Context: an optimization exercise on an open-source flow, tuned for small area, a short achievable clock period and few clock cycles per item. The choices shown serve that exercise and are no tape-out recipe. Function was checked by simulation only, so behaviour that the tests miss may differ from the original.

// circ
module circ(clk, reset, pushin, Xin, Rin, pushout, Yout);
  input clk, reset, pushin;
  input [23:0] Xin, Rin;
  output pushout;
  output [23:0] Yout;
  reg [4:0] v;
  always @(posedge clk or posedge reset)
    if (reset) v <= 0;
    else v <= {v[3:0], pushin};
  assign pushout = v[4];
  reg [23:0] X, Rn;
  always @(posedge clk) begin X <= Xin; Rn <= ~Rin; end
  wire p1 = ~Rn[0];
  wire p2 = ~X[0];
  wire p3 = ~(Rn[0] | Rn[1]);
  wire p4 = ~(X[0] & X[1]);
  wire p5 = ~Rn[1];
  wire p6 = ~X[1];
  wire p7 = ~(Rn[0] | Rn[2]);
  wire p8 = ~(X[0] & X[2]);
  wire p9 = ~(Rn[0] | Rn[3]);
  wire p10 = ~(X[0] & X[3]);
  wire p11 = ~(Rn[1] | Rn[2]);
  wire p12 = ~(X[1] & X[2]);
  wire p13 = ~Rn[2];
  wire p14 = ~X[2];
  wire p15 = ~(Rn[0] | Rn[4]);
  wire p16 = ~(X[0] & X[4]);
  wire p17 = ~(Rn[1] | Rn[3]);
  wire p18 = ~(X[1] & X[3]);
  wire p19 = ~(Rn[0] | Rn[5]);
  wire p20 = ~(X[0] & X[5]);
  wire p21 = ~(Rn[1] | Rn[4]);
  wire p22 = ~(X[1] & X[4]);
  wire p23 = ~(Rn[2] | Rn[3]);
  wire p24 = ~(X[2] & X[3]);
  wire p25 = ~Rn[3];
  wire p26 = ~X[3];
  wire p27 = ~(Rn[0] | Rn[6]);
  wire p28 = ~(X[0] & X[6]);
  wire p29 = ~(Rn[1] | Rn[5]);
  wire p30 = ~(X[1] & X[5]);
  wire p31 = ~(Rn[2] | Rn[4]);
  wire p32 = ~(X[2] & X[4]);
  wire p33 = ~(Rn[0] | Rn[7]);
  wire p34 = ~(X[0] & X[7]);
  wire p35 = ~(Rn[1] | Rn[6]);
  wire p36 = ~(X[1] & X[6]);
  wire p37 = ~(Rn[2] | Rn[5]);
  wire p38 = ~(X[2] & X[5]);
  wire p39 = ~(Rn[3] | Rn[4]);
  ...
Settings: LEC_CHECK=0, ABC_AREA=1, CAP_MARGIN=20, CORE_MARGIN=2, CORE_UTILIZATION=65, CTS_CLUSTER_DIAMETER=100, CTS_CLUSTER_SIZE=30, GPL_ROUTABILITY_DRIVEN=0, GPL_TIMING_DRIVEN=0, SLEW_MARGIN=20, SYNTH_HIERARCHICAL=1, SYNTH_MINIMUM_KEEP_SIZE=0; clock period 80.0 ns.
run.sh (not shown) runs the stock make flow with config.mk's settings and CLKGATE_MAP_FILE= SYNTH_SCRIPT=/design/flow/synth_recipe.tcl, a recipe that flattens the netlist after the stock synthesis.
The baseline ran to the end with no violations.
Testbench counts at the start, summed over its fixed seeds: cycles 160,040, items 160,000.
Change:
- GPL_ROUTABILITY_DRIVEN: 0 -> not set
- GPL_TIMING_DRIVEN: 0 -> not set
Effect: Utilization shrinks by 0.39 points; non-clock buffer count falls by 89; cell area drops by about 0.56%; global-route usage goes down by 0.83 points; wire length went down by about 3%; die area does not change; setup slack gets better by 0.034 ns; worst hold slack gets better by 0.017 ns.
Change:
- CTS_CLUSTER_DIAMETER: 100 -> 80
- CTS_CLUSTER_SIZE: 30 -> 40
Global-route usage is about the same.
Non-clock buffer count is unchanged.
Area after synthesis does not change.
Critical path depth is unchanged.
Fmax is about the same.
Setup slack is worse by 0.017 ns.
Change:
- CORE_UTILIZATION: 65 -> 80
- CTS_CLUSTER_DIAMETER: 80 -> 100
- CTS_CLUSTER_SIZE: 40 -> 30
Outcome: Cell count falls by 3.2%; non-clock buffer count drops by 2; wire length is higher by 5.0%; hold slack degrades by 0.0081 ns; area after synthesis is unchanged; clock skew is about the same; utilization is higher by 15 points; fmax stays flat; setup slack improves by 0.013 ns.
Change:
- CORE_UTILIZATION: 80 -> 65
- CTS_CLUSTER_DIAMETER: 100 -> not set
- CTS_CLUSTER_SIZE: 30 -> not set
The changed run passed the timing, DRC and antenna checks.
Clock-buffer cell count climbs by 11.
Worst setup slack improves by 0.0043 ns.
Sequential cell count is unchanged.
Global-route usage drops by 8.9 points.
Via count drops by a few percent.
First-iteration DRC count drops by well over a third.
Final area climbs slightly.
Maximum frequency stays flat.
Critical path depth stays the same.
Change:
- CORE_UTILIZATION: 65 -> 40
- CTS_BUF_LIST: not set -> sky130_fd_sc_hd__clkbuf_4 sky130_fd_sc_hd__clkbuf_8
Outcome: Synthesized area does not change; routed wire length is higher by 4.3%; setup slack is worse by 0.068 ns; fmax is lower by 0.39%.


Starting RTL as in the previous note.
make LEC_CHECK=0 ABC_AREA=1 CAP_MARGIN=0 CORE_MARGIN=2 CORE_UTILIZATION=65 SLEW_MARGIN=0 SYNTH_HIERARCHICAL=1 SYNTH_MINIMUM_KEEP_SIZE=0 finish   # period 80.0 ns
Testbench counts at the start, summed over its fixed seeds: cycles 160,040, items 160,000.
Change:
==> flow/flow/run.sh (new file) <==
#!/bin/bash
# Own flow: the standard layout (standard.sh, unchanged synthesis and steps),
# except that the port buffers that ORFS's buffer_ports inserts on every input
# and output are sky130_fd_sc_hd__buf_2 cells instead of the default choice.
# All of make's output goes to standard.log in the work folder; each ORFS step
# keeps its own log under orfs/logs/.
set -euo pipefail
export BUFFER_PORTS_ARGS="-buffer_cell sky130_fd_sc_hd__buf_2"
bash standard.sh finish > standard.log 2>&1
==> flow/standard.sh (new file) <==
#!/bin/bash
# synth_recipe.tcl (not shown) runs the flow's synth.tcl, then flattens the netlist and writes it again
# the make line also repeats each setting of config.mk as NAME=value (left out here)
make -C /OpenROAD-flow-scripts/flow DESIGN_CONFIG=/design/flow/config.mk WORK_HOME=/design/flow/orfs CLKGATE_MAP_FILE= SYNTH_SCRIPT=/design/flow/synth_recipe.tcl "${@:-finish}"
--- a/flow/config.mk
+++ b/flow/config.mk
@@ -8,6 +8,6 @@
 export ABC_AREA = 1
-export CAP_MARGIN = 0
+export CAP_MARGIN = 20
 export CORE_MARGIN = 2
 export CORE_UTILIZATION = 65
-export SLEW_MARGIN = 0
+export SLEW_MARGIN = 20
 export SYNTH_HIERARCHICAL = 1
removed: flow/run.sh
Effect: Cell area is lower slightly. Hold slack hardly moves.


Setup of red:
Another version of the RTL of circ (not shown whole).
Size in the first run: roughly 4,000 cells after synthesis, about 220 flip-flops, roughly 76 I/O pins.
clock: 80.0 ns
lec_check: 0
abc_area: 1
cap_margin: 20
core_margin: 2
core_utilization: 65
cts_cluster_diameter: 120
cts_cluster_size: 34
slew_margin: 20
synth_hierarchical: 1
synth_minimum_keep_size: 0
standard.sh (not shown) runs the stock make flow with config.mk's settings and CLKGATE_MAP_FILE= SYNTH_SCRIPT=/design/flow/synth_recipe.tcl, a recipe that flattens the netlist after the stock synthesis.
==> flow/flow/run.sh <==
#!/bin/bash
# Own flow: the standard layout (standard.sh, unchanged synthesis and steps),
# except that the port buffers that ORFS's buffer_ports inserts on every input
# and output are sky130_fd_sc_hd__buf_2 cells instead of the default choice.
# All of make's output goes to standard.log in the work folder; each ORFS step
# keeps its own log under orfs/logs/.
set -euo pipefail
export BUFFER_PORTS_ARGS="-buffer_cell sky130_fd_sc_hd__buf_2"
bash standard.sh finish > standard.log 2>&1
Testbench counts of red, summed over its fixed seeds: cycles 160,040, items 160,000.
Inputs modified between red and blue:
- changing CTS_CLUSTER_DIAMETER from 120 to 100
- changing CTS_CLUSTER_SIZE from 34 to 30
Findings:
- Delta (blue minus red): final count of hold timing violations stayed essentially flat; sequential share of layout area stayed essentially flat.
- Re largest net degree at the start of global routing: no difference whatsoever between red and blue.
- For final area, red and blue come out practically identical.
- blue ends up with a number of vias per cell that is 0.45% lower than in red.
diff inputs: blue => green
==> flow/flow/run.sh <==
#!/bin/bash
# Own flow: the standard layout (standard.sh: unchanged synthesis and steps),
# except that the port buffers that ORFS's buffer_ports inserts on every input
# and output are sky130_fd_sc_hd__buf_2 cells, and clock tree synthesis gets
# explicit arguments. All of make's output goes to standard.log in the work
# folder; each ORFS step keeps its own log under orfs/logs/.
set -euo pipefail
export BUFFER_PORTS_ARGS="-buffer_cell sky130_fd_sc_hd__buf_2"
export CTS_ARGS="-sink_clustering_enable -repair_clock_nets -sink_clustering_size 30 -sink_clustering_max_diameter 100 -dont_use_dummy_load"
bash standard.sh finish > standard.log 2>&1
[summary]
Final cell count essentially unchanged between blue and green. Standard cell area after detailed placement: green vs blue identical. Clock buffer count, blue and green: smaller value in green. Any difference in fraction of standard cell area that is sequential between green and blue is small enough to ignore. Summary of green over blue: post-layout minimum cycle time decreased by 0.013 ns relative to the old numbers.


circ again, from the RTL that the note above started with.
export LEC_CHECK = 0
export ABC_AREA = 1
export CAP_MARGIN = 20
export CORE_MARGIN = 2
export CORE_UTILIZATION = 65
export CTS_BUF_LIST = sky130_fd_sc_hd__clkbuf_8 sky130_fd_sc_hd__clkbuf_16
export CTS_CLUSTER_DIAMETER = 100
export CTS_CLUSTER_SIZE = 30
export SLEW_MARGIN = 20
export SYNTH_HIERARCHICAL = 1
export SYNTH_MINIMUM_KEEP_SIZE = 0
create_clock -name core_clock -period 80.0 [get_ports {clk}]
==> flow/flow/run.sh <==
#!/bin/bash
# Own flow: the standard layout (standard.sh, unchanged synthesis and steps),
# except that the port buffers that ORFS's buffer_ports inserts on every input
# and output are sky130_fd_sc_hd__buf_2 cells instead of the default choice.
# All of make's output goes to standard.log in the work folder; each ORFS step
# keeps its own log under orfs/logs/.
set -euo pipefail
export BUFFER_PORTS_ARGS="-buffer_cell sky130_fd_sc_hd__buf_2"
bash standard.sh finish > standard.log 2>&1
Testbench counts at the start, summed over its fixed seeds: cycles 160,040, items 160,000.
Then changed:
==> flow/flow/run.sh (replaced) <==
#!/bin/bash
# Own flow: the standard layout (standard.sh: unchanged synthesis and steps),
# except that the port buffers that ORFS's buffer_ports inserts on every input
# and output are sky130_fd_sc_hd__buf_2 cells, and clock tree synthesis gets
# explicit arguments. All of make's output goes to standard.log in the work
# folder; each ORFS step keeps its own log under orfs/logs/.
set -euo pipefail
export BUFFER_PORTS_ARGS="-buffer_cell sky130_fd_sc_hd__buf_2"
export CTS_ARGS="-sink_clustering_enable -repair_clock_nets -sink_clustering_size 30 -sink_clustering_max_diameter 100 -sink_clustering_levels 1"
bash standard.sh finish > standard.log 2>&1
- CTS_BUF_LIST: sky130_fd_sc_hd__clkbuf_8 sky130_fd_sc_hd__clkbuf_16 -> default
=> Via count is unchanged; die area does not change; setup slack is unchanged; flip-flop and latch count stays the same; hold slack is unchanged; area after synthesis is unchanged; clock-buffer cell count stays the same.
Then changed:
--- a/flow/flow/run.sh
+++ b/flow/flow/run.sh
@@ -7,4 +7,4 @@
 set -euo pipefail
 export BUFFER_PORTS_ARGS="-buffer_cell sky130_fd_sc_hd__buf_2"
-export CTS_ARGS="-sink_clustering_enable -repair_clock_nets -sink_clustering_size 30 -sink_clustering_max_diameter 100 -sink_clustering_levels 1"
+export CTS_ARGS="-sink_clustering_enable -repair_clock_nets -sink_clustering_size 30 -sink_clustering_max_diameter 100 -distance_between_buffers 1000"
 bash standard.sh finish > standard.log 2>&1
Result: Via count does not change; first-iteration DRC count stays the same.

==> port drivers added, routing unchanged <==
How much do the figures lean on ideal ports? The routed layouts below were timed once more, with nothing changed but the port constraints.
Step 1, drivers: a clkbuf_16 drives clk and a buf_2 each remaining input, both assumed.
Step 2, shift: input delay + t, output delay - t, t = (earliest + latest rising clock arrival at the registers) / 2. This alone moves slack from input paths to output paths.
Three values: ideal, step 1, step 2; two values: the first two.
| run | t (ns) | setup slack, ns | worst hold slack (ns) | worst slew at a driven data input, ns | cell pins on the clock port's net |
|---|---|---|---|---|---|
| the first run of note 1 | 0.589 | 62.553 / 62.492 / 63.081 | 0.318 / 0.318 / 0.318 | 0.04 | 1 |
| the second run of note 1 | 0.598 | 62.587 / 62.525 / 63.123 | 0.335 / 0.335 / 0.335 | 0.04 | 1 |
| the third run of note 1 | 0.604 | 62.570 / 62.508 / 63.112 | 0.335 / 0.335 / 0.335 | 0.03 | 1 |
| the fourth run of note 1 | 0.581 | 62.583 / 62.522 / 63.103 | 0.327 / 0.327 / 0.327 | 0.04 | 1 |
| the fifth run of note 1 | 0.638 | 62.587 / 62.523 / 63.161 | 0.324 / 0.324 / 0.324 | 0.04 | 1 |
| the sixth run of note 1 | 0.706 | 62.519 / 62.456 / 63.162 | 0.314 / 0.314 / 0.314 | 0.04 | 1 |
| the first run of note 2 | 0.638 | 62.587 / 62.523 / 63.161 | 0.324 / 0.324 / 0.324 | 0.04 | 1 |
| the second run of note 2 | 0.641 | 62.942 / 62.883 / 63.524 | 0.323 / 0.323 / 0.323 | 0.04 | 1 |
| red | 0.587 | 62.956 / 62.897 / 63.484 | 0.336 / 0.336 / 0.336 | 0.04 | 1 |
| blue | 0.585 | 62.994 / 62.930 / 63.515 | 0.335 / 0.335 / 0.335 | 0.04 | 1 |
| green | 0.569 | 63.007 / 62.946 / 63.515 | 0.333 / 0.333 / 0.333 | 0.04 | 1 |
| the first run of note 4 | 0.585 | 62.994 / 62.930 / 63.515 | 0.335 / 0.335 / 0.335 | 0.04 | 1 |
| the second run of note 4 | 0.585 | 62.994 / 62.930 / 63.515 | 0.335 / 0.335 / 0.335 | 0.04 | 1 |
| the third run of note 4 | 0.585 | 62.994 / 62.930 / 63.515 | 0.335 / 0.335 / 0.335 | 0.04 | 1 |
After both steps setup and hold are still met in every run listed.
